This is an optimization exercise on Yosys and OpenROAD, whose aim is small area, a short achievable clock period and few clock cycles, not a production implementation. In this exercise RTL edits were held to simulation tests only and were not proved equivalent to the original. The flow treats the clock pin as an ideal source. Dropping or thinning the clock tree relies on that and would not hold on a real chip. Power figures rest on the tool's default switching activity, not on a simulated workload.

== P ==
==> flow/design.v <==
module cache_controller (
    input clk,
    input rst,
    input cs_cpu,
    output reg rdy
);
reg cs_q;    
always @(posedge clk or posedge rst) begin
    if (rst) begin
        cs_q <= 1'b0;
        rdy <= 1'b0;
    end else begin
        cs_q <= cs_cpu;
        rdy <= cs_q && !cs_cpu;
    end
end
endmodule
module cache_top #(
    parameter ADDR_WIDTH = 16,
    parameter ADDR_WIDTH_SRAM = 8,
    parameter DATA_WIDTH = 8,
    parameter DEPTH = 2**ADDR_WIDTH_SRAM
)(
    input clk,
    input rst,
    input [ADDR_WIDTH-1:0] Address_cpu,
    input wr_rd_cpu,
    input cs_cpu,
    input [DATA_WIDTH-1:0] DOut_cpu,
    output wire [DATA_WIDTH-1:0] din_cpu,
    output wire rdy_cpu,
    input [DATA_WIDTH-1:0] DOut_sdram,
    output wire [ADDR_WIDTH-1:0] Address_sdram,
    output wire wr_rd_sdram,
    output wire mstrb_sdram,
    output wire [DATA_WIDTH-1:0] din_sdram
);
    wire rdy;
    cache_controller controller (
        .clk(clk),
        .rst(rst),
        .cs_cpu(cs_cpu),
        .rdy(rdy)
    );
    assign rdy_cpu       = rdy;
    assign mstrb_sdram   = rdy;
    assign Address_sdram = Address_cpu;
    assign wr_rd_sdram   = wr_rd_cpu;
    assign din_sdram     = DOut_cpu;
    assign din_cpu       = DOut_sdram;
endmodule
clock: 10.0 ns
lec_check: 0
abc_area: 1
cap_margin: 20
core_area: 3 3 61 61
cts_buf_list: sky130_fd_sc_hd__clkbuf_1
die_area: 0 0 64 64
place_density: 0.6
slew_margin: 20
standard.sh (not shown) runs the stock make flow with config.mk's settings and CLKGATE_MAP_FILE= SYNTH_SCRIPT=/design/flow/synth_recipe.tcl, a recipe that flattens the netlist after the stock synthesis.
==> flow/flow/run.sh <==
#!/bin/bash
# The standard layout (the standard.sh: ORFS synthesis to finish), with
# three changes: the port buffers are the platform's smallest buffer (buf_1)
# instead of the resizer's default pick; the clock tree is one clkbuf_1
# (flow/cts_one_buffer.tcl); and gates ABC mapped at drive strength 2 go
# back to strength 1 (flow/downsize.tcl). Make's full output goes to
# standard_make.log; each ORFS step keeps its own log under orfs/logs/.
set -euo pipefail
bash standard.sh \
  "BUFFER_PORTS_ARGS=-buffer_cell sky130_fd_sc_hd__buf_1" \
  "PRE_CTS_TCL=$PWD/flow/cts_one_buffer.tcl" \
  "POST_FLOORPLAN_TCL=$PWD/flow/downsize.tcl" \
  finish > standard_make.log 2>&1
Other scripts of this flow, unchanged in this note and not shown: flow/flow/cts_one_buffer.tcl, flow/flow/downsize.tcl
Testbench counts of P, summed over its fixed seeds: cycles 19,200.
The following lists how Q was set up differently from P:
--- a/flow/design.v
+++ b/flow/design.v
@@ -4,15 +4,16 @@
     input cs_cpu,
     output reg rdy
 );
-reg cs_q;    
+reg [1:0] cnt_n;
+always @(posedge clk) begin
+    cnt_n[0] <= !(cs_cpu && cnt_n[1]);
+    cnt_n[1] <= cnt_n[0];
+end
 always @(posedge clk or posedge rst) begin
-    if (rst) begin
-        cs_q <= 1'b0;
+    if (rst)
         rdy <= 1'b0;
-    end else begin
-        cs_q <= cs_cpu;
-        rdy <= cs_q && !cs_cpu;
-    end
+    else
+        rdy <= cs_cpu && cnt_n[0] && !cnt_n[1];
 end
 endmodule
 module cache_top #(
Notes after the runs:
- Cmp P and Q / proportion of register bits with asynchronous set or reset after synthesis / higher: P
- Looking at P and Q, the maximum frequency is a wash.
- Q: post-synthesis to final-layout area growth higher than P
- Looking only at combinational power, and setting everything else aside, the higher value of P and Q goes to P.
- Q ends up with a sequential cell count that is 1 higher than in P.
- Between Q and P, it is Q whose non-clock inverter total of the final layout is lower, by 1.
- Q vs P, worst IR drop on VDD went up by 0.019 mV.
- On Q: fraction of the mapped netlist area in simple logic gates is 2.1 points higher than what P gave.
Testbench counts of Q, summed over its fixed seeds: cycles 16,000.
No run of this note takes its clock network from TritonCTS; it comes from the design's own scripts or RTL.

---

job 2752:
Another version of the RTL of cache_top (not shown whole).
Size: about 71 I/O pins.
==> module cache_controller, before the edit <==
module cache_controller (
    input clk,
    input rst,
    input cs_cpu,
    output reg rdy
);
reg [1:0] cs_counter;    
always @(posedge clk or posedge rst) begin
    if (rst) begin
        cs_counter <= 2'd0;
        rdy <= 1'b0;
    end else begin
        cs_counter <= cs_cpu ? cs_counter + 2'd1 : 2'd0;
        rdy <= cs_cpu && cs_counter == 2'd3;
    end
end
endmodule
Settings: LEC_CHECK=0, CAP_MARGIN=20, CORE_AREA=3 3 61 61, DIE_AREA=0 0 64 64, PLACE_DENSITY=0.6, SLEW_MARGIN=20; clock period 10.0 ns.
run.sh (not shown) runs the stock make flow with config.mk's settings and CLKGATE_MAP_FILE= SYNTH_SCRIPT=/design/flow/synth_recipe.tcl, a recipe that flattens the netlist after the stock synthesis.
Stock flow here: none of the scripts above is used.
Testbench counts of job 2752, summed over its fixed seeds: cycles 16,000.
For job 6920, these inputs were changed with respect to job 2752:
==> flow/design.v, changed modules only <==
module cache_controller (
    input clk,
    input rst,
    input cs_cpu,
    output reg rdy
);
reg [1:0] cnt;
always @(posedge clk or posedge rst) begin
    if (rst) begin
        cnt <= 2'b00;
        rdy <= 1'b0;
    end else begin
        cnt[0] <= cs_cpu && !cnt[1];
        cnt[1] <= cnt[0];
        rdy <= cnt[1] && !cnt[0];
    end
end
endmodule
## What came out
- Per the comparison of job 6920 with job 2752, number of DRC markers in iteration 0 now sits lower; final period demand of the worst path held steady; highest achievable clock rate neither gained nor lost much; number of placed instances, taps included -2; power consumed by the clock network fell by about 2%.
- Total wirelength of the detailed-routed design came out higher on job 6920 than on job 2752.
- Job 2752 ended up with more cell instances than job 6920 did.
- Compared to job 2752, job 6920 leaves more free space in the core.
- The synthesized instance count of job 6920 falls short of that of job 2752 by 2.
Testbench counts of job 6920, summed over its fixed seeds: cycles 16,000.

[static timing again, ports no longer ideal]
Ports are ideal in the flow. The routed layouts listed here were re-timed in OpenROAD.
Step 1: set_driving_cell puts a clkbuf_16 on clk and a buf_2 on each other input, an assumption about the parent block.
Step 2 times the ports against the registers' clock, not the clock port: input delays grow and output delays shrink by t, the midpoint of the rising clock arrivals with the driver on.
Slacks: no drivers / after step 1 / after step 2; pairs: no drivers / after step 1.
run | shift t [ns] | setup slack, ns | slew at the worst register clock pin (ns) | pins driven straight from the clock port
P | 0.104 | 6.000 / 5.942 / 5.942 | 0.07 / 0.07 | 1
Q | 0.124 | 6.000 / 5.935 / 5.935 | 0.11 / 0.11 | 1
job 2752 | 0.246 | 6.000 / 5.951 / 5.951 | 0.04 / 0.04 | 1
job 6920 | 0.244 | 6.000 / 5.943 / 5.943 | 0.04 / 0.04 | 1
After both steps every run listed still meets setup and hold. For Q, which loses most, drivers alone change the setup slack by -0.065 ns; drivers and shift together by -0.065 ns.
